Source: an optimization exercise on an open RTL-to-GDS flow (aim: small area, a short achievable clock period and few clock cycles). Production flows keep margins and buffers that such runs may drop. At most, simulation tests tie the RTL to the original design; equivalence was not proved. For runs 4 to 6, only the layout was checked, not whether the RTL still works. No activity file was given, so power comes from the tool's default toggle rates.

===== flow/design.v =====
module FSM_controller(reset, s, load, rep, w_nx, rep_nx, start);
    input reset, s, load, rep;
    output w_nx, rep_nx, start;
    assign w_nx = ~reset & ~(s & ~load);
    assign rep_nx = ~reset & s & ~load;
    assign start = ~reset & ((s & load) | rep);
endmodule
module ALU(g, t, ci, wc, cmp, creg, freg, res, out, f);
    input [15:0] g, t, creg;
    input ci, wc, cmp;
    input [2:0] freg;
    output [15:0] res, out;
    output [2:0] f;
    localparam [15:0] CINV = 16'b0000_0000_1111_0010;
    wire [15:0] c;
    carries cy(.g(g), .t(t), .ci(ci), .c(c));
    wire [15:0] x = t & ~g;
    wire [15:0] r0 = x ^ CINV;
    wire [15:0] r1 = ~x ^ CINV;
    csel16 sres(.c(c), .d0(r0), .d1(r1), .y(res));
    wire [15:0] o0 = wc ? r0 : creg;
    wire [15:0] o1 = wc ? r1 : creg;
    csel16 sout(.c(c), .d0(o0), .d1(o1), .y(out));
    wire z = cmp ? &x : freg[2];
    wire n0 = cmp ? x[15] : freg[1];
    wire n1 = cmp ? ~x[15] : freg[1];
    wire v00 = cmp ? (x[15] ^ x[7]) : freg[0];
    wire v11 = cmp ? ~(x[15] ^ x[7]) : freg[0];
    wire n, v;
    csel1 sn(.c(c[15]), .d0(n0), .d1(n1), .y(n));
    csel4 sv(.c1(c[15]), .c0(c[7]), .d00(v11), .d01(v00), .d10(v00), .d11(v11), .y(v));
    assign f = {z, n, v};
endmodule
module csel16(c, d0, d1, y);
    input [15:0] c, d0, d1;
    output [15:0] y;
    assign y = (c & d1) | (~c & d0);
endmodule
module csel1(c, d0, d1, y);
    input c, d0, d1;
    output y;
    assign y = (c & d1) | (~c & d0);
endmodule
module csel4(c1, c0, d00, d01, d10, d11, y);
    input c1, c0, d00, d01, d10, d11;
    output y;
    reg y;
    always @(*)
        case ({c1, c0})
            2'b00: y = d00;
            2'b01: y = d01;
            2'b10: y = d10;
            default: y = d11;
        endcase
endmodule
module pfx_n(gh, th, gl, tl, ng, nt);
    input gh, th, gl, tl;
    output ng, nt;
    assign ng = ~(gh | (th & gl));
    assign nt = ~(th & tl);
endmodule
module pfx_ng(gh, th, gl, ng);
    input gh, th, gl;
    output ng;
    assign ng = ~(gh | (th & gl));
endmodule
module pfx_p(ngh, nth, ngl, ntl, g, t);
    input ngh, nth, ngl, ntl;
    output g, t;
    assign g = ~(ngh & (nth | ngl));
    assign t = ~(nth | ntl);
endmodule
module pfx_pg(ngh, nth, ngl, g);
    input ngh, nth, ngl;
    output g;
    assign g = ~(ngh & (nth | ngl));
endmodule
module carries(g, t, ci, c);
    input [15:0] g, t;
    input ci;
    output [15:0] c;
    wire [15:0] g0 = {g[14:0], ci};
    wire [15:0] t0 = {t[14:0], 1'b0};
    wire [15:0] g1, t1, g2, t2, g3, t3, g4;    
    genvar i;
    generate
        for (i = 0; i < 16; i = i + 1) begin : l1
            if (i >= 2) begin : nd
                pfx_n u(.gh(g0[i]), .th(t0[i]), .gl(g0[i-1]), .tl(t0[i-1]), .ng(g1[i]), .nt(t1[i]));
            end else if (i == 1) begin : ng
                pfx_ng u(.gh(g0[i]), .th(t0[i]), .gl(g0[i-1]), .ng(g1[i]));
                assign t1[i] = 1'b1;
            end else begin : pass
                assign g1[i] = ~g0[i];
                assign t1[i] = 1'b1;
            end
        end
        for (i = 0; i < 16; i = i + 1) begin : l2
            if (i >= 4) begin : nd
                pfx_p u(.ngh(g1[i]), .nth(t1[i]), .ngl(g1[i-2]), .ntl(t1[i-2]), .g(g2[i]), .t(t2[i]));
            end else if (i >= 2) begin : ng
                pfx_pg u(.ngh(g1[i]), .nth(t1[i]), .ngl(g1[i-2]), .g(g2[i]));
                assign t2[i] = 1'b0;
            end else begin : pass
                assign g2[i] = ~g1[i];
                assign t2[i] = 1'b0;
            end
        end
        for (i = 0; i < 16; i = i + 1) begin : l3
            if (i >= 8) begin : nd
                pfx_n u(.gh(g2[i]), .th(t2[i]), .gl(g2[i-4]), .tl(t2[i-4]), .ng(g3[i]), .nt(t3[i]));
            end else if (i >= 4) begin : ng
                pfx_ng u(.gh(g2[i]), .th(t2[i]), .gl(g2[i-4]), .ng(g3[i]));
                assign t3[i] = 1'b1;
            end else begin : pass
                assign g3[i] = ~g2[i];
                assign t3[i] = 1'b1;
            end
        end
        for (i = 8; i < 16; i = i + 1) begin : l4
            pfx_pg u(.ngh(g3[i]), .nth(t3[i]), .ngl(g3[i-8]), .g(g4[i]));
        end
    endgenerate
    assign c = {g4[15:8], g3[7:4], g2[3:2], g1[1], g0[0]};
endmodule
module shifter (in, shift, sout);
    input [15:0] in;
    input [1:0] shift;
    output [15:0] sout;
    reg [15:0] sout;
    always @(*) begin
        case (shift)
            2'b00: sout = in;                   
            2'b01: sout = {in[14:0], 1'b0};     
            2'b10: sout = {1'b0, in[15:1]};     
            default: sout = {in[15], in[15:1]};  
        endcase
    end
endmodule
module regfile(we, wa, wd, r0, r1, r2, r3, r4, r5, r6, r7, n0, n1, n2, n3, n4, n5, n6, n7);
    input we;
    input [2:0] wa;
    input [15:0] wd;
    input [15:0] r0, r1, r2, r3, r4, r5, r6, r7;
    output [15:0] n0, n1, n2, n3, n4, n5, n6, n7;
    assign n0 = (we && wa == 3'd0) ? wd : r0;
    assign n1 = (we && wa == 3'd1) ? wd : r1;
    assign n2 = (we && wa == 3'd2) ? wd : r2;
    assign n3 = (we && wa == 3'd3) ? wd : r3;
    assign n4 = (we && wa == 3'd4) ? wd : r4;
    assign n5 = (we && wa == 3'd5) ? wd : r5;
    assign n6 = (we && wa == 3'd6) ? wd : r6;
    assign n7 = (we && wa == 3'd7) ? wd : r7;
endmodule
module readport(sel, d0, d1, d2, d3, d4, d5, d6, d7, q);
    input [2:0] sel;
    input [15:0] d0, d1, d2, d3, d4, d5, d6, d7;
    output [15:0] q;
    wire [7:0] oh;
    dec3to8 dec(.sel(sel), .oh(oh));
    ohmux om(.oh(oh), .d0(d0), .d1(d1), .d2(d2), .d3(d3), .d4(d4), .d5(d5), .d6(d6), .d7(d7), .q(q));
endmodule
module dec3to8(sel, oh);
    input [2:0] sel;
    output [7:0] oh;
    assign oh = 8'b1 << sel;
endmodule
module ohmux(oh, d0, d1, d2, d3, d4, d5, d6, d7, q);
    input [7:0] oh;
    input [15:0] d0, d1, d2, d3, d4, d5, d6, d7;
    output [15:0] q;
    assign q = ({16{oh[0]}} & d0) | ({16{oh[1]}} & d1) | ({16{oh[2]}} & d2) | ({16{oh[3]}} & d3) |
               ({16{oh[4]}} & d4) | ({16{oh[5]}} & d5) | ({16{oh[6]}} & d6) | ({16{oh[7]}} & d7);
endmodule
module instruction_decoder(ins, start, wr, wc, cmp, ci, arith, andop, movi, inv, rd);
    input [15:0] ins;
    input start;
    output wr, wc, cmp, ci, arith, andop, movi, inv;
    output [2:0] rd;
    wire [2:0] opcode = ins[15:13];
    wire [1:0] op = ins[12:11];
    wire alu  = (opcode == 3'b101);
    wire mov  = (opcode == 3'b110);
    wire movr = mov && (op == 2'b00);
    wire iscmp = alu && (op == 2'b01);
    assign movi = mov && (op == 2'b10);
    assign wr  = start & (movi | movr | (alu & ~iscmp));
    assign wc  = start & (movr | (alu & ~iscmp));
    assign cmp = start & iscmp;
    assign andop = alu && (op == 2'b10);
    assign ci  = iscmp;
    assign arith = alu && (op[1] == 1'b0);    
    assign inv = alu && op[0];            
    assign rd = movi ? ins[10:8] : ins[7:5];
endmodule
module insmux(rep, in, ir, q);
    parameter n = 16;
    input rep;
    input [n-1:0] in, ir;
    output [n-1:0] q;
    assign q = rep ? ir : in;
endmodule
module datapath(a, b, imm, arith, andop, movi, inv, g, t);
    input [15:0] a, b;
    input [7:0] imm;
    input arith, andop, movi, inv;
    output [15:0] g, t;
    wire [15:0] bx = b ^ {16{inv}};
    wire [15:0] sx = {{8{imm[7]}}, imm};
    wire [15:0] k1 = (a | {16{~andop}}) & {16{~movi}};
    wire [15:0] k0 = (a & {16{arith}}) | (sx & {16{movi}});
    assign g = a & bx & {16{arith}};
    assign t = (bx & k1) | k0;
endmodule
module cpu(clk, reset, s, load, in, out, N, V, Z, w);
    input clk, reset, s, load;
    input [15:0] in;
    output [15:0] out;
    output N, V, Z, w;
    reg w, rep;
    reg [15:0] ir;
    wire w_nx, rep_nx, start;
    FSM_controller ctl(.reset(reset), .s(s), .load(load), .rep(rep),
                       .w_nx(w_nx), .rep_nx(rep_nx), .start(start));
    always @(posedge clk) begin
        w <= w_nx;
        rep <= rep_nx;
        if (load) ir <= in;
    end
    wire [15:0] ins;
    wire [2:0] rn, rm;
    wire [1:0] sh;
    insmux #(16) mi(.rep(rep), .in(in), .ir(ir), .q(ins));
    insmux #(3) mn(.rep(rep), .in(in[10:8]), .ir(ir[10:8]), .q(rn));
    insmux #(3) mm(.rep(rep), .in(in[2:0]), .ir(ir[2:0]), .q(rm));
    insmux #(2) ms(.rep(rep), .in(in[4:3]), .ir(ir[4:3]), .q(sh));
    wire wr1, wc1, cmp1, ci1, arith, andop, movi, inv;
    wire [2:0] rd1;
    instruction_decoder dec(.ins(ins), .start(start), .wr(wr1), .wc(wc1), .cmp(cmp1),
                            .ci(ci1), .arith(arith), .andop(andop), .movi(movi), .inv(inv),
                            .rd(rd1));
    reg [15:0] r0, r1, r2, r3, r4, r5, r6, r7;
    wire [15:0] n0, n1, n2, n3, n4, n5, n6, n7;
    reg wr2;
    reg [2:0] rd2;
    wire [15:0] res;
    regfile rf(.we(wr2), .wa(rd2), .wd(res),
               .r0(r0), .r1(r1), .r2(r2), .r3(r3), .r4(r4), .r5(r5), .r6(r6), .r7(r7),
               .n0(n0), .n1(n1), .n2(n2), .n3(n3), .n4(n4), .n5(n5), .n6(n6), .n7(n7));
    always @(posedge clk) begin
        r0 <= n0; r1 <= n1; r2 <= n2; r3 <= n3;
        r4 <= n4; r5 <= n5; r6 <= n6; r7 <= n7;
    end
    wire [15:0] a, braw, b;
    readport pa(.sel(rn), .d0(n0), .d1(n1), .d2(n2), .d3(n3), .d4(n4), .d5(n5), .d6(n6), .d7(n7), .q(a));
    readport pb(.sel(rm), .d0(n0), .d1(n1), .d2(n2), .d3(n3), .d4(n4), .d5(n5), .d6(n6), .d7(n7), .q(braw));
    shifter shf(.in(braw), .shift(sh), .sout(b));
    wire [15:0] g1, t1;
    datapath dp(.a(a), .b(b), .imm(ins[7:0]), .arith(arith), .andop(andop), .movi(movi), .inv(inv),
                .g(g1), .t(t1));
    reg [15:0] g2, t2, creg;
    reg ci2, wc2, cmp2;
    reg [2:0] freg;
    wire [15:0] out_nx;
    wire [2:0] f_nx;
    always @(posedge clk) begin
        g2 <= g1;
        t2 <= t1;
        ci2 <= ci1;
        wr2 <= wr1;
        wc2 <= wc1;
        cmp2 <= cmp1;
        rd2 <= rd1;
        creg <= out_nx;
        freg <= f_nx;
    end
    ALU alu(.g(g2), .t(t2), .ci(ci2), .wc(wc2), .cmp(cmp2), .creg(creg), .freg(freg),
            .res(res), .out(out_nx), .f(f_nx));
    assign out = out_nx;
    assign {Z, N, V} = f_nx;
endmodule

===== flow/constraint.sdc =====
create_clock -name core_clock -period 5.5 [get_ports {clk}]
set_input_delay 1.1000 -clock core_clock [delete_from_list [all_inputs] [get_ports {clk}]]
set_output_delay 1.1000 -clock core_clock [all_outputs]
set_load 0.01 [all_outputs]

===== flow/config.mk =====
export PLATFORM = sky130hd
export DESIGN_NAME = cpu
export DESIGN_NICKNAME = cpu
export VERILOG_FILES = /design/flow/design.v
export SDC_FILE = /design/flow/constraint.sdc
export NUM_CORES = 4
export LEC_CHECK = 0
export CAP_MARGIN = 20
export CORE_MARGIN = 2
export CORE_UTILIZATION = 40
export CTS_CLUSTER_DIAMETER = 120
export CTS_CLUSTER_SIZE = 30
export SETUP_SLACK_MARGIN = 2.2
export SLEW_MARGIN = 20
export SYNTH_HIERARCHICAL = 1
export SYNTH_MINIMUM_KEEP_SIZE = 0

===== flow/standard.sh =====
#!/bin/bash
# synth_recipe.tcl (not shown) runs the flow's synth.tcl, then flattens the netlist and writes it again
# the make line also repeats each setting of config.mk as NAME=value (left out here)
make -C /OpenROAD-flow-scripts/flow DESIGN_CONFIG=/design/flow/config.mk WORK_HOME=/design/flow/orfs CLKGATE_MAP_FILE= SYNTH_SCRIPT=/design/flow/synth_recipe.tcl "${@:-finish}"

===== flow/flow/run.sh =====
#!/bin/bash
# Standard synthesis; every combinational cell set to its family's smallest
# size (flow/downsize.tcl); then the standard layout with port buffers of a
# stronger cell and sizing not held to each cell's footprint, whose timing
# repair sizes up what the timing needs.
set -euo pipefail
bash standard.sh synth > synth.log 2>&1
openroad -no_init -exit flow/downsize.tcl > downsize.log 2>&1
touch orfs/results/sky130hd/cpu/base/1_synth.sdc
bash standard.sh MATCH_CELL_FOOTPRINT=0 'BUFFER_PORTS_ARGS=-buffer_cell sky130_fd_sc_hd__buf_4' finish > layout.log 2>&1

===== flow/flow/downsize.tcl =====
# Sets every combinational cell of the synthesized netlist to the smallest
# cell of its family (same function and pins); flip-flops and clock cells
# are left as they are. The layout's timing repair then sizes up what the
# timing needs.
set odb orfs/results/sky130hd/cpu/base/1_synth.odb
read_db $odb
set db [ord::get_db]
set block [ord::get_db_block]
set n 0
set saved 0
foreach inst [$block getInsts] {
  set m [$inst getMaster]
  set name [$m getName]
  if {![regexp {^(sky130_fd_sc_hd__[a-z0-9]+)_([0-9]+)$} $name -> fam sz]} { continue }
  if {[regexp {__(df|dl|sdf|edf|clk|probe|lpflow|conb|tap|fill|decap)} $fam]} { continue }
  set best $m
  set ba [expr {[$m getWidth] * [$m getHeight]}]
  foreach s {0 1 2 3 4 6 8 12 16} {
    set c [$db findMaster ${fam}_$s]
    if {$c eq "NULL" || $c eq ""} { continue }
    set a [expr {[$c getWidth] * [$c getHeight]}]
    if {$a < $ba} { set best $c; set ba $a }
  }
  if {$best ne $m} {
    set saved [expr {$saved + [$m getWidth] * [$m getHeight] - $ba}]
    $inst swapMaster $best
    incr n
  }
}
puts "downsized $n cells, [expr {$saved / 1e6}] um2"
write_db $odb

==> results_dict.tcl, run 1 <==
set metrics [dict create \
    status "complete, no violations" \
    worstPathCellList "nand2_1 -> o21ai_4 -> a21oi_2 -> o21ai_2 -> mux2_2 -> buf_4" \
    antenna_found_initial 0 \
    dieArea_um2 26250 \
    finalHoldViolations 0 \
    cp_data_arrival_time_ns 2.14 \
    yosysWarnings 9 \
    fin_crit_sh_pct 58.90 \
    rrSetupSlack_ns 2.34 \
    grt_util_all_layers_pct 20.60 \
    peakVddDrop_v 0.0001504 \
    rsz0062_at_grt "yes" \
    route.vias.total 7852 \
    syn-cell-area_um2 9990 \
    start_kind "flip-flop" \
    final_cell_mix "dfxtp_1 (178), mux2_2 (153), a22oi_1 (129)" \
    power_frac_seq_pct 57.0 \
    drive_above_1_share_pct 30.23 \
    timing.rr.start "t2[4]" \
    relSlewSlack_pct 33.98 \
    cp.required_ns 4.40 \
    root_buffer "clkbuf_16" \
    final_common_cell "dfxtp_1" \
    nNetsFinal 1018 \
    cts_max_path_buffers 3 \
    cts_hold_buffers 0 \
    reg2reg_depth 13 \
    p_total_mw 2.789 \
    antenna_left 0 \
    cts_buffers 10 \
    globalRoute.totalOverflow 0 \
    max_stage_delay_ns 0.39 \
    min_from "freg[2]" \
    grt_pass1_wl_um 42760 \
    power_density_nw_per_um2 249.0 \
    p_sw_share_pct 25.77 \
    worstMarginPinSlew_ns 0.9904 \
    fin_crit_ns 3.240 \
    routed_via_density 5.935 \
    hold_end "freg[2]" \
    hold_path_class "reg2reg" \
    wl_per_cell_um 20.70 \
    whs_path_depth 2 \
    synthesis.nets 1019 \
    core_um2 24390 \
    io_buffers 39 \
    cp_max_fo 5 \
    fin_tns_setup_ns 0 \
    leakage_nw 4.205 \
    pwr-share-clk_pct 30.3 \
    crit_buf_inv 1 \
    internal_power_mw 2.070 \
    crit_slowest_cell "dfxtp_2" \
    initial_core_util_pct 40.96 \
    p_sw_uw 718.7 \
    rr_endpoint "t2[8]" \
    cts.sinks 204 \
    syn_area_per_cell_um2 10.00 \
    drc_errors 0 \
    path_delay_family "compound AO/OA/AOI/OAI gates" \
    wl_um 27390 \
    grt_max_degree 49 \
    cap_violations 0 \
    place_congestion 0.8743 \
    die_w_um 162.0 \
    io_pins 40 \
    clock_latency_ns 0.47 \
    path_clk_slew_ns 0.12 \
    first_iter_violations 681 \
    dr.pass1.iters 5 \
    combPwrFrac_pct 12.6 \
    dp_hpwl_um 18390 \
    clock_skew_ns 0.01042 \
    setup_viol 0 \
    worst_setup_path_end_kind "primary output" \
    die_h_um 162.0 \
    n_antenna_cell 0 \
    area_delta_synth_final_pct 12.10 \
    num_rows 57 \
    startpoint "t2[1]" \
    fmax_mhz 308.7 \
    crit_type "reg2out" \
    cts_max_level 1 \
    final_max_slew_viol_count 0 \
    cts_tree "done" \
    grt_pass1_vias 7515 \
    netlist_instances 999 \
]
routing by layer:
metal	wire length (um)	up-vias	GRT usage [%]	share of wire, %
met3	1742	73	2.579	6.4
li1	-	3676	-	-
met1	12570	3818	28.87	46
met4	887	0	6.718	3.2
met2	12180	285	33.04	44
met5	0	-	0	0
power by group through the flow:
stage | Sequential [mW] | Combinational [mW] | Clock [mW]
6_report | 1.59 | 0.352 | 0.846
5_1_grt | 1.60 | 0.380 | 0.918
4_1_cts | 1.59 | 0.339 | 0.870
3_5_place_dp | 1.62 | 0.336 | 0
3_3_place_gp | 1.62 | 0.330 | 0
2_1_floorplan | 1.61 | 0.226 | 0
final cells by class:
| type | instances | area [um2] |
|---|---|---|
| Clock inverter | 1 | 8.758 |
| Clock buffer | 12 | 279.0 |
| Multi-Input combinational cell | 691 | 5644 |
| Inverter | 24 | 90.09 |
| Timing Repair Buffer | 67 | 506.7 |
| Tap cell | 324 | 405.4 |
| Sequential cell | 204 | 4264 |
| Fill cell | 2311 | 13190 |
worst reg2reg max path, delay by kind of cell (launching register included):
family                 cells  cell delay (ns)
multiplexers               2             0.74
buffers and inverters      1             0.20
AO/OA/AOI/OAI              4             0.81
AND/OR/NAND/NOR            5             0.72
XOR/XNOR                   1             0.16
flip-flops                 1             0.43
registers in the layout (all words and copies together), names as in the netlist:
name / cells
t2: 16
wr2: 1
g2: 16
w: 1
creg: 16
r4: 16
r1: 16
r6: 16
rep: 1
r0: 16
r7: 16
rd2: 3
r3: 16
r2: 16
wc2: 1
r5: 16
freg: 3
ir: 16
cmp2: 1
ci2: 1
metrics by stage:
stage               setup slack, ns  instance area, um2  instances  utilization, %  hold WS [ns]
floorplan                     2.324                9990        999               -        0.4535
finish                        2.260               11200       1323           45.91        0.4836
global route                  2.143               11200       1323           45.91        0.5164
CTS                           2.194               10990       1314           45.07        0.4874
global placement              1.644               10590       1299           43.42        0.4576
detailed placement            1.634               10590       1299           43.43        0.4526
worst max-delay path by stage:
stage                    to  slack (ns)  depth (start not counted)
floorplan             t2[7]        2.32                          9
global placement     t2[15]        1.64                         12
detailed placement   t2[15]        1.63                         12
CTS                       V        2.19                          5
global route         t2[12]        2.14                         12
finish              out[14]        2.26                          6
what timing repair did:
item                                    4_1_cts  5_1_grt
pin swaps                                     2       13
gates resized for setup                      31       57
endpoints found under the hold margin         0        0
setup buffers                                 2        9
endpoints found under the setup margin       30       38
cloned                                        0        0
Testbench counts, summed over its fixed seeds: cycles 6,000.
==> run 2: changes to the inputs <==
--- a/flow/flow/run.sh
+++ b/flow/flow/run.sh
@@ -7,4 +7,4 @@
 bash standard.sh synth > synth.log 2>&1
 openroad -no_init -exit flow/downsize.tcl > downsize.log 2>&1
 touch orfs/results/sky130hd/cpu/base/1_synth.sdc
-bash standard.sh MATCH_CELL_FOOTPRINT=0 'BUFFER_PORTS_ARGS=-buffer_cell sky130_fd_sc_hd__buf_4' finish > layout.log 2>&1
+bash standard.sh MATCH_CELL_FOOTPRINT=0 SKIP_LAST_GASP=1 'BUFFER_PORTS_ARGS=-buffer_cell sky130_fd_sc_hd__buf_4' finish > layout.log 2>&1
--- a/flow/config.mk
+++ b/flow/config.mk
@@ -9,7 +9,7 @@
 export CORE_MARGIN = 2
 export CORE_UTILIZATION = 40
 export CTS_CLUSTER_DIAMETER = 120
-export CTS_CLUSTER_SIZE = 30
+export CTS_CLUSTER_SIZE = 25
 export SETUP_SLACK_MARGIN = 2.2
 export SLEW_MARGIN = 20
 export SYNTH_HIERARCHICAL = 1
==> run 2 against run 1 <==
Still clean. Critical path depth decreased by 1. First-iteration DRC count up 2.2%. Register-to-register slack worse by 0.02 ns. Total power increased by 4.1%. Die area did not move. Clock-buffer cell count increased by 3.
==> results_dict.tcl, run 2 <==
set metrics [dict create \
    status "complete, no violations" \
    core_um2 24390 \
    cp_max_fo 8 \
    leakage_nw 4.222 \
    grt_max_degree 49 \
    final_common_cell "dfxtp_1" \
    worstPathCellList "nor2b_4 -> xnor2_1 -> mux2_2 -> mux4_2 -> buf_4" \
    worstMarginPinSlew_ns 0.9927 \
    cp_data_arrival_time_ns 2.13 \
    routed_via_density 5.902 \
    peakVddDrop_v 0.0001601 \
    yosysWarnings 9 \
    dieArea_um2 26250 \
    final_max_slew_viol_count 0 \
    num_rows 57 \
    combPwrFrac_pct 12.1 \
    grt_util_all_layers_pct 20.76 \
    fin_tns_setup_ns 0 \
    path_clk_slew_ns 0.10 \
    reg2reg_depth 12 \
    n_antenna_cell 0 \
    worst_setup_path_end_kind "primary output" \
    crit_slowest_cell "mux4_2" \
    clock_latency_ns 0.48 \
    nNetsFinal 1018 \
    area_delta_synth_final_pct 12.68 \
    final_cells 1325 \
    cts.sinks 204 \
    p_sw_share_pct 26.14 \
    clock_skew_ns 0.02094 \
    die_h_um 162.0 \
    dr.pass1.iters 5 \
    wl_per_cell_um 20.77 \
    cap_violations 0 \
    io_pins 40 \
    cts_tree "done" \
    p_sw_uw 758.5 \
    internal_power_mw 2.144 \
    setup_viol 0 \
    io_buffers 39 \
    drive_above_1_share_pct 30.67 \
    cts_max_level 1 \
    drc_errors 0 \
    power_frac_seq_pct 54.8 \
    cp.required_ns 4.40 \
    power_density_nw_per_um2 257.8 \
    root_buffer "clkbuf_16" \
    initial_core_util_pct 40.96 \
    whs_path_depth 2 \
    die_w_um 162.0 \
    syn-cell-area_um2 9990 \
    place_congestion 0.8743 \
    synthesis.nets 1019 \
    netlist_instances 999 \
    dp.cells 1299 \
    wl_um 27520 \
    globalRoute.totalOverflow 0 \
    dp_hpwl_um 18390 \
    fin_crit_ns 3.229 \
    nFillCells 2307 \
    grt_pass1_vias 7495 \
    final_cell_mix "dfxtp_1 (178), mux2_2 (155), a22oi_1 (129)" \
    finalHoldViolations 0 \
    cts_buffers 12 \
    hold_path_class "reg2reg" \
    fmax_mhz 309.7 \
    antenna_found_initial 0 \
    first_iter_violations 696 \
    grt_pass1_wl_um 42900 \
    route.vias.total 7820 \
    crit_type "reg2out" \
    max_stage_delay_ns 0.49 \
    antenna_left 0 \
    fin_crit_sh_pct 58.71 \
    rsz0062_at_grt "yes" \
    cts_max_path_buffers 3 \
    syn_area_per_cell_um2 10.00 \
    start_kind "flip-flop" \
    relSlewSlack_pct 33.82 \
    pwr-share-clk_pct 33.0 \
]
run 2: critical path, delay by kind of cell, from the launching register on:
family	cells	cell delay [ns]
mux	2	0.77
flops	1	0.33
simple gates	1	0.27
buf+inv	1	0.16
xor+xnor	1	0.11
run 2: per-stage QoR:
step | power, mW | hold WS [ns] | util [%] | instance area [um2] | setup WS [ns]
2_1_floorplan | 1.836 | 0.4535 | - | 9990 | 2.324
3_3_place_gp | 1.950 | 0.4576 | 43.42 | 10590 | 1.644
3_5_place_dp | 1.959 | 0.4526 | 43.43 | 10590 | 1.634
4_1_cts | 2.916 | 0.4816 | 45.35 | 11060 | 2.201
5_1_grt | 3.014 | 0.5126 | 46.15 | 11260 | 2.135
6_report | 2.902 | 0.4803 | 46.15 | 11260 | 2.271
run 2: final timing paths:
| kind | start | to | slack (ns) |
|---|---|---|---|
| setup / recovery | t2[15] | V | 2.27 |
| hold / removal | freg[2] | freg[2] | 0.48 |
| setup reg to reg | t2[4] | t2[10] | 2.32 |
| hold reg to reg | freg[2] | freg[2] | 0.48 |
run 2: final cells by class:
| type | instances | area (um2) | share of cell area (%) |
|---|---|---|---|
| Tap cell | 324 | 405.4 | 3.602 |
| Inverter | 24 | 90.09 | 0.8004 |
| Multi-Input combinational cell | 691 | 5649 | 50.19 |
| Timing Repair Buffer | 65 | 491.7 | 4.369 |
| Clock inverter | 2 | 25.02 | 0.2223 |
| Clock buffer | 15 | 332.8 | 2.957 |
| Sequential cell | 204 | 4262 | 37.86 |
run 2: power by group through the flow:
stage          clock network (mW)  logic (mW)  registers [mW]
2_1_floorplan                   0       0.226            1.61
3_3_place_gp                    0       0.330            1.62
3_5_place_dp                    0       0.336            1.62
4_1_cts                     0.988       0.339            1.59
5_1_grt                      1.04       0.379            1.60
6_report                    0.959       0.352            1.59
run 2: what timing repair did:
| action | 4_1_cts | 5_1_grt |
|---|---|---|
| hold buffers | 0 | 0 |
| pin swaps | 3 | 15 |
| buffers inserted | 2 | 7 |
| setup endpoints to repair | 29 | 38 |
| gates resized for setup | 30 | 58 |
run 2: routing by layer:
| layer | GRT usage (%) | routed length (um) | up-vias |
|---|---|---|---|
| met5 | 0 | 0 | - |
| met3 | 2.451 | 1538 | 65 |
| met4 | 7.442 | 787 | 0 |
| met2 | 33.17 | 12360 | 254 |
| met1 | 29.00 | 12830 | 3823 |
| li1 | - | - | 3678 |
==> run 3: changes to the inputs <==
--- a/flow/flow/run.sh
+++ b/flow/flow/run.sh
@@ -7,4 +7,4 @@
 bash standard.sh synth > synth.log 2>&1
 openroad -no_init -exit flow/downsize.tcl > downsize.log 2>&1
 touch orfs/results/sky130hd/cpu/base/1_synth.sdc
-bash standard.sh MATCH_CELL_FOOTPRINT=0 SKIP_LAST_GASP=1 'BUFFER_PORTS_ARGS=-buffer_cell sky130_fd_sc_hd__buf_4' finish > layout.log 2>&1
+bash standard.sh MATCH_CELL_FOOTPRINT=0 SKIP_GATE_CLONING=1 'BUFFER_PORTS_ARGS=-buffer_cell sky130_fd_sc_hd__buf_4' finish > layout.log 2>&1
==> run 3 against run 2 <==
Still clean on timing, DRC and antenna. Synthesized cell count unchanged. Maximum frequency unchanged. Combinational power about the same. Synthesized area did not move. Largest cell class unchanged. First-iteration DRC count is the same. Die area did not move. Flip-flop and latch count unchanged. Cell count stayed put. Critical path depth is the same. Largest power group unchanged. Worst setup slack did not move.
==> results_dict.tcl, run 3 <==
set metrics [dict create \
    status "complete, no violations" \
    syn-cell-area_um2 9990 \
    grt_util_all_layers_pct 20.76 \
    cp.required_ns 4.40 \
    peakVddDrop_v 0.0001601 \
    dp_hpwl_um 18390 \
    route.vias.total 7820 \
    clock_skew_ns 0.02094 \
    cts_hold_buffers 0 \
    cap_violations 0 \
    die_h_um 162.0 \
    drc_errors 0 \
    final_cell_mix "dfxtp_1 (178), mux2_2 (155), a22oi_1 (129)" \
    cts_tree "done" \
    rsz0062_at_grt "yes" \
    grt_max_degree 49 \
    cp_max_fo 8 \
    start_kind "flip-flop" \
    wl_per_cell_um 20.77 \
    cts_max_level 1 \
    path_clk_slew_ns 0.10 \
    path_delay_family "multiplexers" \
    grt_use_met2_pct 33.17 \
    drive_above_1_share_pct 30.67 \
    cts_buffers 12 \
    first_iter_violations 696 \
    busiest_layer "met2" \
    final_common_cell "dfxtp_1" \
    hold_path_class "reg2reg" \
    root_buffer "clkbuf_16" \
    io_pins 40 \
    worstPathCellList "nor2b_4 -> xnor2_1 -> mux2_2 -> mux4_2 -> buf_4" \
    nNetsFinal 1018 \
    die_w_um 162.0 \
    fin_crit_ns 3.229 \
    synthesis.nets 1019 \
    area_delta_synth_final_pct 12.68 \
    final_max_slew_viol_count 0 \
    routed_via_density 5.902 \
    use_met3_pct 2.451 \
    grtUsageMet1_pct 29.00 \
    num_rows 57 \
    leakage_nw 4.222 \
    globalRoute.totalOverflow 0 \
    netlist_instances 999 \
    nFillCells 2307 \
    wl_um 27520 \
    worst_setup_path_end_kind "primary output" \
    fin_crit_sh_pct 58.71 \
    setup_viol 0 \
    syn_area_per_cell_um2 10.00 \
    rrSetupSlack_ns 2.32 \
    crit_slowest_cell "mux4_2" \
    crit_type "reg2out" \
    io_buffers 39 \
    antenna_left 0 \
    clock_latency_ns 0.48 \
    fin_tns_setup_ns 0 \
    dieArea_um2 26250 \
    grt_pass1_wl_um 42900 \
    place_ws_ns 1.634 \
    max_stage_delay_ns 0.49 \
    fmax_mhz 309.7 \
    power_density_nw_per_um2 257.8 \
    cp_data_arrival_time_ns 2.13 \
    yosysWarnings 9 \
    crit_buf_inv 1 \
    setup_ws_ns 2.271 \
    antenna_found_initial 0 \
    initial_core_util_pct 40.96 \
    dr.pass1.iters 5 \
    worstMarginPinSlew_ns 0.9927 \
    finalHoldViolations 0 \
    cts.sinks 204 \
    grt_pass1_vias 7495 \
    place_congestion 0.8743 \
    core_um2 24390 \
    cts_max_path_buffers 3 \
    relSlewSlack_pct 33.82 \
    n_antenna_cell 0 \
]
## run 3: worst register-to-register path: stages (launching register included)
cell and delay, ns:
dfxtp_1 0.42, nand2_1 0.16, nor2_2 0.21, nand2_1 0.09, o21ai_2 0.22, mux2_4 0.39, mux2_1 0.36, a22oi_1 0.21
nand4_1 0.25, mux2i_1 0.21, o21ai_0 0.12, xnor2_1 0.17, o311ai_1 0.29
## run 3: layout make-up
| cell class | count | area (um2) | share of cell area (%) |
|---|---|---|---|
| tap | 324 | 405.4 | 3.602 |
| multi-input combinational | 691 | 5649 | 50.19 |
| clock buffer | 15 | 332.8 | 2.957 |
| clock inverter | 2 | 25.02 | 0.2223 |
| sequential | 204 | 4262 | 37.86 |
| timing repair buffer | 65 | 491.7 | 4.369 |
| inverter | 24 | 90.09 | 0.8004 |
## run 3: path summary, 6_finish.rpt
| path | from | to | cells past startpoint |
|---|---|---|---|
| max | t2[15] | V | 5 |
| min | freg[2] | freg[2] | 2 |
| max reg2reg | t2[4] | t2[10] | 12 |
| min reg2reg | freg[2] | freg[2] | 2 |
## run 3: stage by stage
step | area [um2] | power [mW] | std cells | utilization [%] | hold slack [ns]
2_1_floorplan | 9990 | 1.836 | 999 | - | 0.4535
5_1_grt | 11260 | 3.014 | 1325 | 46.15 | 0.5126
4_1_cts | 11060 | 2.916 | 1318 | 45.35 | 0.4816
6_report | 11260 | 2.902 | 1325 | 46.15 | 0.4803
3_3_place_gp | 10590 | 1.950 | 1299 | 43.42 | 0.4576
3_5_place_dp | 10590 | 1.959 | 1299 | 43.43 | 0.4526
## run 3: where the power goes
part | switching (mW) | internal, mW | leakage [nW]
sequential | 0.0327 | 1.56 | 1.68
combinational | 0.209 | 0.144 | 2.37
clock | 0.517 | 0.442 | 0.174
total | 0.758 | 2.14 | 4.22
## run 3: repair_timing
action | CTS | global route
setup buffers | 2 | 7
pin swaps | 3 | 15
resized for setup | 30 | 58
setup endpoints to repair | 29 | 38
## run 3: layer usage
layer	wire (um)	vias up	part of all wire (%)
li1	-	3678	-
met1	12830	3823	47
met2	12360	254	45
met3	1538	65	5.6
met4	787	0	2.9
met5	0	-	0
==> run 4: changes to the inputs <==
--- a/flow/design.v
+++ b/flow/design.v
@@ -228,12 +228,10 @@
         if (load) ir <= in;
     end
     wire [15:0] ins;
-    wire [2:0] rn, rm;
-    wire [1:0] sh;
     insmux #(16) mi(.rep(rep), .in(in), .ir(ir), .q(ins));
-    insmux #(3) mn(.rep(rep), .in(in[10:8]), .ir(ir[10:8]), .q(rn));
-    insmux #(3) mm(.rep(rep), .in(in[2:0]), .ir(ir[2:0]), .q(rm));
-    insmux #(2) ms(.rep(rep), .in(in[4:3]), .ir(ir[4:3]), .q(sh));
+    wire [2:0] rn = ins[10:8];
+    wire [2:0] rm = ins[2:0];
+    wire [1:0] sh = ins[4:3];
     wire wr1, wc1, cmp1, ci1, arith, andop, movi, inv;
     wire [2:0] rd1;
     instruction_decoder dec(.ins(ins), .start(start), .wr(wr1), .wc(wc1), .cmp(cmp1),
--- a/flow/flow/run.sh
+++ b/flow/flow/run.sh
@@ -7,4 +7,4 @@
 bash standard.sh synth > synth.log 2>&1
 openroad -no_init -exit flow/downsize.tcl > downsize.log 2>&1
 touch orfs/results/sky130hd/cpu/base/1_synth.sdc
-bash standard.sh MATCH_CELL_FOOTPRINT=0 SKIP_GATE_CLONING=1 'BUFFER_PORTS_ARGS=-buffer_cell sky130_fd_sc_hd__buf_4' finish > layout.log 2>&1
+bash standard.sh MATCH_CELL_FOOTPRINT=0 'BUFFER_PORTS_ARGS=-buffer_cell sky130_fd_sc_hd__buf_4' finish > layout.log 2>&1
==> run 4 against run 3 <==
Register-to-register slack worse by 0.03 ns. Wire length is 5.1% higher. Maximum frequency is 0.85% lower. Sequential share of layout area is 0.26 points higher. Still clean. Flip-flop and latch count stayed put. Largest cell class unchanged.
==> results_dict.tcl, run 4 <==
set metrics [dict create \
    antenna_left 0 \
    grt_max_degree 49 \
    leakage_nw 4.182 \
    cts_max_level 1 \
    syn_area_per_cell_um2 9.989 \
    io_pins 40 \
    core_um2 24320 \
    final_cell_mix "dfxtp_1 (177), mux2_2 (146), a22oi_1 (129)" \
    drive_above_1_share_pct 29.83 \
    root_buffer "clkbuf_16" \
    rsz0062_at_grt "yes" \
    timing.rr.start "t2[0]" \
    start_kind "flip-flop" \
    fmax_mhz 307.1 \
    final_max_slew_viol_count 0 \
    clock_latency_ns 0.48 \
    num_rows 57 \
    grt_pass1_wl_um 43700 \
    finalHoldViolations 0 \
    status "complete, no violations" \
    cap_violations 0 \
    hold_end "freg[2]" \
    final_area_um2 11180 \
    dp_hpwl_um 18390 \
    first_iter_violations 725 \
    wl_per_cell_um 22.03 \
    drc_errors 0 \
    synthesis.nets 1011 \
    rrSetupSlack_ns 2.29 \
    fin_crit_ns 3.257 \
    final_cells 1313 \
    syn-cell-area_um2 9899 \
    dr.pass1.iters 7 \
    netlist_instances 991 \
    clock_skew_ns 0.01788 \
    grt_util_all_layers_pct 21.63 \
    cp_max_fo 5 \
    path_clk_slew_ns 0.10 \
    initial_core_util_pct 40.71 \
    cp.required_ns 4.40 \
    worstMarginPinSlew_ns 1.123 \
    dieArea_um2 26020 \
    rr_endpoint "t2[2]" \
    nFillCells 2289 \
    whs_path_depth 2 \
    peakVddDrop_v 0.0001712 \
    p_total_mw 2.898 \
    final_common_cell "dfxtp_1" \
    die_w_um 161.3 \
    antenna_found_initial 0 \
    relSlewSlack_pct 25.02 \
    globalRoute.totalOverflow 0 \
    io_buffers 39 \
    fin_tns_setup_ns 0 \
    min_from "freg[2]" \
    dp.cells 1290 \
    crit_type "reg2out" \
    yosysWarnings 9 \
    place_congestion 0.9053 \
    route.vias.total 7835 \
    reg2reg_depth 11 \
    hold_path_class "reg2reg" \
    cts_buffers 12 \
    worst_setup_path_end_kind "primary output" \
    cp_data_arrival_time_ns 2.16 \
    cts_tree "done" \
    nNetsFinal 1006 \
    startpoint "t2[2]" \
    grt_pass1_vias 7489 \
    die_h_um 161.3 \
    place_ws_ns 1.585 \
    cts_max_path_buffers 3 \
    routed_via_density 5.967 \
    cts.sinks 204 \
    wl_um 28920 \
    fin_crit_sh_pct 59.21 \
    power_density_nw_per_um2 259.3 \
    n_antenna_cell 0 \
    setup_viol 0 \
    setup_ws_ns 2.243 \
    area_delta_synth_final_pct 12.90 \
    postPlaceCellArea_um2 10500 \
]
run 4: layer usage:
layer	global-route usage (%)	vias to the layer above	share of wire, %
li1	-	3640	-
met1	29.12	3836	46
met2	35.02	288	44
met3	3.672	71	6.1
met4	7.792	0	3.8
met5	0	-	0
run 4: what timing repair did:
item,4_1_cts,5_1_grt
gates resized for setup,40,52
endpoints found under the setup margin,34,31
buffers inserted,4,2
cloned,0,0
pin swaps,3,7
hold buffers,0,0
run 4: stage by stage:
stage | hold WS [ns] | util, %
after global placement | 0.4494 | 43.18
after global routing | 0.5121 | 45.96
after CTS | 0.4824 | 45.25
after detailed placement | 0.4491 | 43.18
after floorplan | 0.4535 | -
final | 0.4761 | 45.96
run 4: report_power, final:
| group | switching [mW] | internal (mW) |
|---|---|---|
| sequential | 0.0328 | 1.56 |
| combinational | 0.212 | 0.138 |
| clock | 0.513 | 0.444 |
run 4: worst max path at each step:
stage               slack (ns)     to
floorplan                 2.33  t2[7]
global placement          1.70  t2[4]
detailed placement        1.58  t2[1]
CTS                       2.19      N
global route              2.14  t2[6]
finish                    2.24      V
run 4: worst max-delay path, stage by stage (launching register included):
cell and delay (ns):
dfxtp_2 0.36, a21oi_2 0.24, o21ai_4 0.12, a21oi_4 0.25, mux4_2 0.55, buf_4 0.16
run 4: area by class of cell:
| class | count | area [um2] | area share [%] |
|---|---|---|---|
| inverters | 24 | 90.09 | 0.8060 |
| clock buffers | 16 | 336.6 | 3.011 |
| flip-flops and latches | 204 | 4260 | 38.12 |
| repair buffers | 61 | 457.9 | 4.097 |
| well taps | 324 | 405.4 | 3.627 |
| multi-input cells | 683 | 5597 | 50.07 |
| clock inverters | 1 | 30.03 | 0.2687 |
==> run 5: changes to the inputs <==
--- a/flow/design.v
+++ b/flow/design.v
@@ -127,15 +127,18 @@
     input [15:0] in;
     input [1:0] shift;
     output [15:0] sout;
-    reg [15:0] sout;
-    always @(*) begin
-        case (shift)
-            2'b00: sout = in;                   
-            2'b01: sout = {in[14:0], 1'b0};     
-            2'b10: sout = {1'b0, in[15:1]};     
-            default: sout = {in[15], in[15:1]};  
-        endcase
-    end
+    wire [3:0] oh;    
+    assign oh = {shift == 2'b11, shift[1], shift == 2'b01, shift == 2'b00};
+    shmux m(.oh(oh), .in(in), .sout(sout));
+endmodule
+module shmux(oh, in, sout);
+    input [3:0] oh;
+    input [15:0] in;
+    output [15:0] sout;
+    wire [16:0] up = {1'b0, in};           
+    wire [15:0] dn = {in[14:0], 1'b0};     
+    assign sout = ({16{oh[0]}} & in) | ({16{oh[1]}} & dn) | ({16{oh[2]}} & up[16:1]) |
+                  ({oh[3] & in[15], 15'b0});
 endmodule
 module regfile(we, wa, wd, r0, r1, r2, r3, r4, r5, r6, r7, n0, n1, n2, n3, n4, n5, n6, n7);
     input we;
@@ -228,10 +231,12 @@
         if (load) ir <= in;
     end
     wire [15:0] ins;
+    wire [2:0] rn, rm;
+    wire [1:0] sh;
     insmux #(16) mi(.rep(rep), .in(in), .ir(ir), .q(ins));
-    wire [2:0] rn = ins[10:8];
-    wire [2:0] rm = ins[2:0];
-    wire [1:0] sh = ins[4:3];
+    insmux #(3) mn(.rep(rep), .in(in[10:8]), .ir(ir[10:8]), .q(rn));
+    insmux #(3) mm(.rep(rep), .in(in[2:0]), .ir(ir[2:0]), .q(rm));
+    insmux #(2) ms(.rep(rep), .in(in[4:3]), .ir(ir[4:3]), .q(sh));
     wire wr1, wc1, cmp1, ci1, arith, andop, movi, inv;
     wire [2:0] rd1;
     instruction_decoder dec(.ins(ins), .start(start), .wr(wr1), .wc(wc1), .cmp(cmp1),
==> run 5 against run 4 <==
Register-to-register slack hardly changed. Highest routed layer unchanged. Total power is 1.4% higher. Sequential power hardly changed. Clock skew is 0.014 ns higher. Clock-buffer cell count stayed put.
==> results_dict.tcl, run 5 <==
set metrics [dict create \
    clock_latency_ns 0.49 \
    wl_um 29110 \
    hold_path_class "reg2reg" \
    io_pins 40 \
    dp_hpwl_um 18720 \
    antenna_left 0 \
    start_kind "flip-flop" \
    internal_power_mw 2.159 \
    peakVddDrop_v 0.0001519 \
    grt_pass1_vias 7589 \
    first_iter_violations 923 \
    clock_skew_ns 0.03154 \
    finalHoldViolations 0 \
    globalRoute.totalOverflow 0 \
    final_common_cell "dfxtp_1" \
    cap_violations 0 \
    crit_top_cell "a21oi_4" \
    status "complete, no violations" \
    syn-cell-area_um2 9917 \
    cts_max_level 1 \
    power_density_nw_per_um2 252.7 \
    rsz0062_at_grt "yes" \
    final_cells 1321 \
    hold_slack_ns 0.4748 \
    route.vias.total 7945 \
    num_rows 57 \
    syn_area_per_cell_um2 10.07 \
    dp.cells 1283 \
    root_buffer "clkbuf_16" \
    cts_tree "done" \
    cts_max_path_buffers 3 \
    nFillCells 2251 \
    dieArea_um2 26070 \
    cts_hold_buffers 0 \
    core_um2 24320 \
    power_frac_seq_pct 54.2 \
    die_w_um 161.5 \
    relSlewSlack_pct 27.70 \
    cp.required_ns 4.40 \
    antenna_found_initial 0 \
    worstPathCellList "a21oi_4 -> o21ai_4 -> a21oi_4 -> mux4_2 -> buf_6" \
    path_clk_slew_ns 0.10 \
    routed_via_density 6.014 \
    place_congestion 0.9376 \
    fin_crit_ns 3.250 \
    startpoint "t2[2]" \
    initial_core_util_pct 40.78 \
    n_antenna_cell 0 \
    synthesis.nets 1005 \
    wl_per_cell_um 22.04 \
    dr.pass1.iters 6 \
    drc_errors 0 \
    nNetsFinal 1014 \
    drive_above_1_share_pct 37.01 \
    die_h_um 161.5 \
    grt_max_degree 49 \
    fin_crit_sh_pct 59.10 \
    netlist_instances 985 \
    crit_type "reg2out" \
    crit_buf_inv 1 \
    cp_data_arrival_time_ns 2.15 \
    cts.sinks 204 \
    max_stage_delay_ns 0.57 \
    pwr-share-clk_pct 33.4 \
    grt_util_all_layers_pct 21.41 \
    area_delta_synth_final_pct 17.22 \
    io_buffers 39 \
    final_cell_mix "dfxtp_1 (167), mux2_2 (148), a22oi_1 (116)" \
    p_sw_share_pct 26.50 \
    fmax_mhz 307.7 \
    leakage_nw 4.437 \
    final_max_slew_viol_count 0 \
    path_delay_family "compound AO/OA/AOI/OAI gates" \
    rrSetupSlack_ns 2.28 \
    yosysWarnings 8 \
    timing.rr.start "t2[1]" \
    cp_max_fo 5 \
    cts_buffers 12 \
    fin_tns_setup_ns 0 \
    crit_slowest_cell "mux4_2" \
    combPwrFrac_pct 12.4 \
    grt_pass1_wl_um 43730 \
    min_from "freg[2]" \
    worstMarginPinSlew_ns 1.083 \
    setup_viol 0 \
    p_sw_uw 778.7 \
    worst_setup_path_end_kind "primary output" \
]
==> run 5: changes by cell type in the layout (fill, tap and decap cells not counted), moves of 10 or more <==
cell,delta
nand2_1,-22
mux2i_1,-15
a222oi_1,+14
a22oi_1,-13
a22oi_2,+13
mux2_4,+13
inv_1,+12
buf_4,+10
dfxtp_1,-10
==> run 5: area by class of cell <==
type | count | area, um2 | area share, %
Multi-Input combinational cell | 665 | 5862 | 50.43
Sequential cell | 204 | 4293 | 36.93
Timing Repair Buffer | 73 | 555.5 | 4.779
Tap cell | 324 | 405.4 | 3.487
Clock buffer | 16 | 346.6 | 2.981
Inverter | 38 | 142.6 | 1.227
Clock inverter | 1 | 20.02 | 0.1722
==> run 5: worst paths after layout <==
path             end  cells after the start
min reg2reg  freg[2]                      2
max                V                      5
max reg2reg    t2[7]                     12
min          freg[2]                      2
==> run 5: worst min-delay path: cells and delay by family, from the launching register on <==
kind,cells,cell delay [ns]
AOI/OAI and AO/OA,1,0.07
DFF,1,0.32
and+or+nand+nor,1,0.05
==> run 5: per-layer routing <==
layer | global-route usage [%] | vias up | routed length, um
met5 | 0 | - | 0
met4 | 7.549 | 0 | 812
met3 | 3.159 | 73 | 1953
met2 | 34.71 | 337 | 13180
met1 | 29.12 | 3864 | 13160
li1 | - | 3671 | -
==> run 5: repair_timing <==
action                                  4_1_cts  5_1_grt
resized for setup                            56      129
cloned                                        0        0
pin swaps                                     4       49
setup buffers                                 4       17
endpoints found under the setup margin       37       35
==> run 5: power groups by stage <==
stage / Combinational [mW] / Clock (mW) / Sequential [mW]
2_1_floorplan: 0.222 / 0 / 1.61
3_3_place_gp: 0.331 / 0 / 1.62
3_5_place_dp: 0.337 / 0 / 1.62
4_1_cts: 0.343 / 1.00 / 1.59
5_1_grt: 0.388 / 1.06 / 1.60
6_report: 0.365 / 0.981 / 1.59
==> run 5: metrics by stage <==
| step | area (um2) | util (%) | total power, mW | worst slack [ns] |
|---|---|---|---|---|
| finish | 11620 | 47.80 | 2.938 | 2.250 |
| global route | 11620 | 47.80 | 3.049 | 2.119 |
| CTS | 11100 | 45.64 | 2.932 | 2.169 |
| detailed placement | 10530 | 43.30 | 1.959 | 1.557 |
| global placement | 10530 | 43.30 | 1.951 | 1.527 |
| floorplan | 9923 | - | 1.832 | 2.324 |
==> run 6: changes to the inputs <==
--- a/flow/design.v
+++ b/flow/design.v
@@ -127,18 +127,15 @@
     input [15:0] in;
     input [1:0] shift;
     output [15:0] sout;
-    wire [3:0] oh;    
-    assign oh = {shift == 2'b11, shift[1], shift == 2'b01, shift == 2'b00};
-    shmux m(.oh(oh), .in(in), .sout(sout));
-endmodule
-module shmux(oh, in, sout);
-    input [3:0] oh;
-    input [15:0] in;
-    output [15:0] sout;
-    wire [16:0] up = {1'b0, in};           
-    wire [15:0] dn = {in[14:0], 1'b0};     
-    assign sout = ({16{oh[0]}} & in) | ({16{oh[1]}} & dn) | ({16{oh[2]}} & up[16:1]) |
-                  ({oh[3] & in[15], 15'b0});
+    reg [15:0] sout;
+    always @(*) begin
+        case (shift)
+            2'b00: sout = in;                   
+            2'b01: sout = {in[14:0], 1'b0};     
+            2'b10: sout = {1'b0, in[15:1]};     
+            default: sout = {in[15], in[15:1]};  
+        endcase
+    end
 endmodule
 module regfile(we, wa, wd, r0, r1, r2, r3, r4, r5, r6, r7, n0, n1, n2, n3, n4, n5, n6, n7);
     input we;
@@ -159,9 +156,13 @@
     input [2:0] sel;
     input [15:0] d0, d1, d2, d3, d4, d5, d6, d7;
     output [15:0] q;
-    wire [7:0] oh;
-    dec3to8 dec(.sel(sel), .oh(oh));
-    ohmux om(.oh(oh), .d0(d0), .d1(d1), .d2(d2), .d3(d3), .d4(d4), .d5(d5), .d6(d6), .d7(d7), .q(q));
+    wire [7:0] ohl, ohh;
+    dec3to8 decl(.sel(sel), .oh(ohl));
+    dec3to8 dech(.sel(sel), .oh(ohh));
+    ohmux oml(.oh(ohl), .d0(d0[7:0]), .d1(d1[7:0]), .d2(d2[7:0]), .d3(d3[7:0]),
+              .d4(d4[7:0]), .d5(d5[7:0]), .d6(d6[7:0]), .d7(d7[7:0]), .q(q[7:0]));
+    ohmux omh(.oh(ohh), .d0(d0[15:8]), .d1(d1[15:8]), .d2(d2[15:8]), .d3(d3[15:8]),
+              .d4(d4[15:8]), .d5(d5[15:8]), .d6(d6[15:8]), .d7(d7[15:8]), .q(q[15:8]));
 endmodule
 module dec3to8(sel, oh);
     input [2:0] sel;
@@ -170,10 +171,10 @@
 endmodule
 module ohmux(oh, d0, d1, d2, d3, d4, d5, d6, d7, q);
     input [7:0] oh;
-    input [15:0] d0, d1, d2, d3, d4, d5, d6, d7;
-    output [15:0] q;
-    assign q = ({16{oh[0]}} & d0) | ({16{oh[1]}} & d1) | ({16{oh[2]}} & d2) | ({16{oh[3]}} & d3) |
-               ({16{oh[4]}} & d4) | ({16{oh[5]}} & d5) | ({16{oh[6]}} & d6) | ({16{oh[7]}} & d7);
+    input [7:0] d0, d1, d2, d3, d4, d5, d6, d7;
+    output [7:0] q;
+    assign q = ({8{oh[0]}} & d0) | ({8{oh[1]}} & d1) | ({8{oh[2]}} & d2) | ({8{oh[3]}} & d3) |
+               ({8{oh[4]}} & d4) | ({8{oh[5]}} & d5) | ({8{oh[6]}} & d6) | ({8{oh[7]}} & d7);
 endmodule
 module instruction_decoder(ins, start, wr, wc, cmp, ci, arith, andop, movi, inv, rd);
     input [15:0] ins;
==> run 6 against run 5 <==
Synthesized cell count increased by 3.0%. Clock-buffer cell count stayed put. Still clean on timing, DRC and antenna. Non-clock buffer count decreased by 11. Flip-flop and latch count stayed put.
==> results_dict.tcl, run 6 <==
set metrics [dict create \
    status "complete, no violations" \
    syn-cell-area_um2 10110 \
    io_buffers 39 \
    cp_data_arrival_time_ns 2.17 \
    cap_violations 0 \
    internal_power_mw 2.152 \
    cp_max_fo 4 \
    antenna_found_initial 0 \
    core_um2 24960 \
    nNetsFinal 1031 \
    start_kind "flip-flop" \
    cts_buffers 12 \
    p_total_mw 2.905 \
    relSlewSlack_pct 49.61 \
    syn_area_per_cell_um2 9.960 \
    cts_tree "done" \
    dieArea_um2 26560 \
    cp.required_ns 4.40 \
    cts.sinks 204 \
    rrSetupSlack_ns 2.37 \
    fmax_mhz 306.3 \
    globalRoute.totalOverflow 0 \
    wl_per_cell_um 20.33 \
    min_from "freg[2]" \
    hold_path_class "reg2reg" \
    cts_max_path_buffers 3 \
    final_cell_mix "dfxtp_1 (177), mux2_2 (154), a22oi_1 (128)" \
    p_sw_uw 753.7 \
    rr_endpoint "t2[9]" \
    final_cells 1344 \
    power_density_nw_per_um2 253.9 \
    wl_um 27320 \
    grt_pass1_wl_um 42510 \
    root_buffer "clkbuf_16" \
    leakage_nw 4.282 \
    drive_above_1_share_pct 30.37 \
    clock_latency_ns 0.48 \
    cts_hold_buffers 0 \
    drc_errors 0 \
    dp.cells 1319 \
    worst_setup_path_end_kind "primary output" \
    fin_crit_sh_pct 59.37 \
    worstPathCellList "a21oi_2 -> o21ai_4 -> a21oi_4 -> mux4_2 -> buf_6" \
    grt_max_degree 49 \
    n_antenna_cell 0 \
    crit_slowest_cell "mux4_2" \
    dp_hpwl_um 18940 \
    io_pins 40 \
    die_w_um 163.0 \
    whs_path_depth 2 \
    final_common_cell "dfxtp_1" \
    finalHoldViolations 0 \
    pwr-share-clk_pct 32.7 \
    reg2reg_depth 13 \
    crit_buf_inv 1 \
    peakVddDrop_v 0.0001642 \
    grt_util_all_layers_pct 20.41 \
    place_congestion 0.8631 \
    combPwrFrac_pct 12.5 \
    worstMarginPinSlew_ns 0.7525 \
    fin_tns_setup_ns 0 \
    power_frac_seq_pct 54.8 \
    routed_via_density 5.797 \
    netlist_instances 1015 \
    dr.pass1.iters 7 \
    rsz0062_at_grt "yes" \
    setup_viol 0 \
    p_sw_share_pct 25.94 \
    hold_slack_ns 0.4809 \
    timing.rr.start "ci2" \
    yosysWarnings 9 \
    antenna_left 0 \
    path_clk_slew_ns 0.10 \
    synthesis.nets 1035 \
    area_delta_synth_final_pct 13.17 \
    fin_crit_ns 3.265 \
    final_max_slew_viol_count 0 \
    max_stage_delay_ns 0.55 \
    clock_skew_ns 0.01960 \
    num_rows 58 \
    final_util_pct 45.83 \
    cts_max_level 1 \
    first_iter_violations 470 \
    grt_pass1_vias 7341 \
    initial_core_util_pct 40.50 \
    die_h_um 163.0 \
    path_delay_family "compound AO/OA/AOI/OAI gates" \
    hold_end "freg[2]" \
    crit_type "reg2out" \
    route.vias.total 7791 \
]
[run 6: cell count changes in the layout (fill, tap and decap cells not counted), moves of 12 or more]
| cell | delta |
|---|---|
| nand2_1 | +21 |
| mux2i_1 | +15 |
| a222oi_1 | -14 |
| inv_1 | -13 |
| a22oi_1 | +12 |
| a22oi_2 | -12 |
| mux2_4 | -12 |
[run 6: worst max-delay path by stage]
stage           from     end  slack, ns  cells after the start
2_1_floorplan    rep   t2[7]       2.32                      9
3_3_place_gp   in[0]  t2[11]       1.57                      9
3_5_place_dp   in[0]  t2[11]       1.58                      9
4_1_cts          ci2       V       2.11                      5
5_1_grt        g2[1]       V       2.14                      5
6_report       g2[1]       V       2.23                      5
[run 6: worst reg2reg max path, cell delays in order (launching register included)]
cell,delay (ns)
dfxtp_4,0.40
inv_1,0.10
o21ai_4,0.23
inv_1,0.10
o21ai_4,0.23
mux2_4,0.38
mux2_1,0.35
a22oi_1,0.20
nand4_1,0.24
buf_4,0.22
nand2_1,0.06
o21ai_1,0.08
xnor2_1,0.16
o311ai_1,0.27
[run 6: through the flow]
stage,setup slack (ns),area (um2)
floorplan,2.324,10110
global placement,1.565,10660
detailed placement,1.582,10680
CTS,2.114,11150
global route,2.144,11440
finish,2.235,11440
[run 6: final cells by class]
cell class	count	area, um2
multi-input combinational	707	5836
clock buffer	16	336.6
sequential	204	4263
clock inverter	1	30.03
inverter	24	93.84
timing repair buffer	62	469.2
tap	330	412.9
fill	2375	13520
[run 6: power groups by stage]
stage | clock network (mW) | registers [mW] | logic [mW]
after global placement | 0 | 1.62 | 0.334
after CTS | 0.980 | 1.59 | 0.345
after global routing | 1.03 | 1.60 | 0.393
final | 0.951 | 1.59 | 0.364
after floorplan | 0 | 1.61 | 0.234
after detailed placement | 0 | 1.62 | 0.340
[run 6: layer usage]
layer	GRT usage, %	part of all wire [%]	vias up
met5	0	0	-
met4	6.758	3.0	0
met3	2.114	5.4	46
met2	31.91	44	229
met1	29.44	48	3768
li1	-	-	3748
[run 6: timing repair]
action,CTS,global route
resized for setup,30,76
endpoints found under the setup margin,33,37
pin swaps,1,11
buffers inserted,1,7

-- afterwards: timing with drivers on the ports --
No port has a modelled driver above. Below, the same layouts with a new extraction and two added sets of constraints. Step 1, drivers: a clkbuf_16 drives clk and a buf_2 each remaining input, both assumed. Step 2 moves the port delays by t, midway between the first and last clock arrival at a register: inputs arrive t later, outputs are due t later. That takes back most of the time a late clock gives input paths. Slacks: no drivers / after step 1 / after step 2; pairs: no drivers / after step 1.
run	shift t [ns]	setup slack, ns	worst setup path at the end
run 1	0.516	2.260 / 2.214 / 2.070	input to register
run 2	0.524	2.271 / 2.223 / 2.069	input to register
run 3	0.524	2.271 / 2.223 / 2.069	input to register
run 4	0.512	2.243 / 2.201 / 1.871	input to register
run 5	0.516	2.250 / 2.207 / 1.923	input to register
run 6	0.514	2.235 / 2.189 / 1.907	input to register
After both steps setup and hold are still met in every run listed. The setup slack of run 4, which loses most, moves by -0.042 ns with the drivers and by -0.372 ns with both steps.
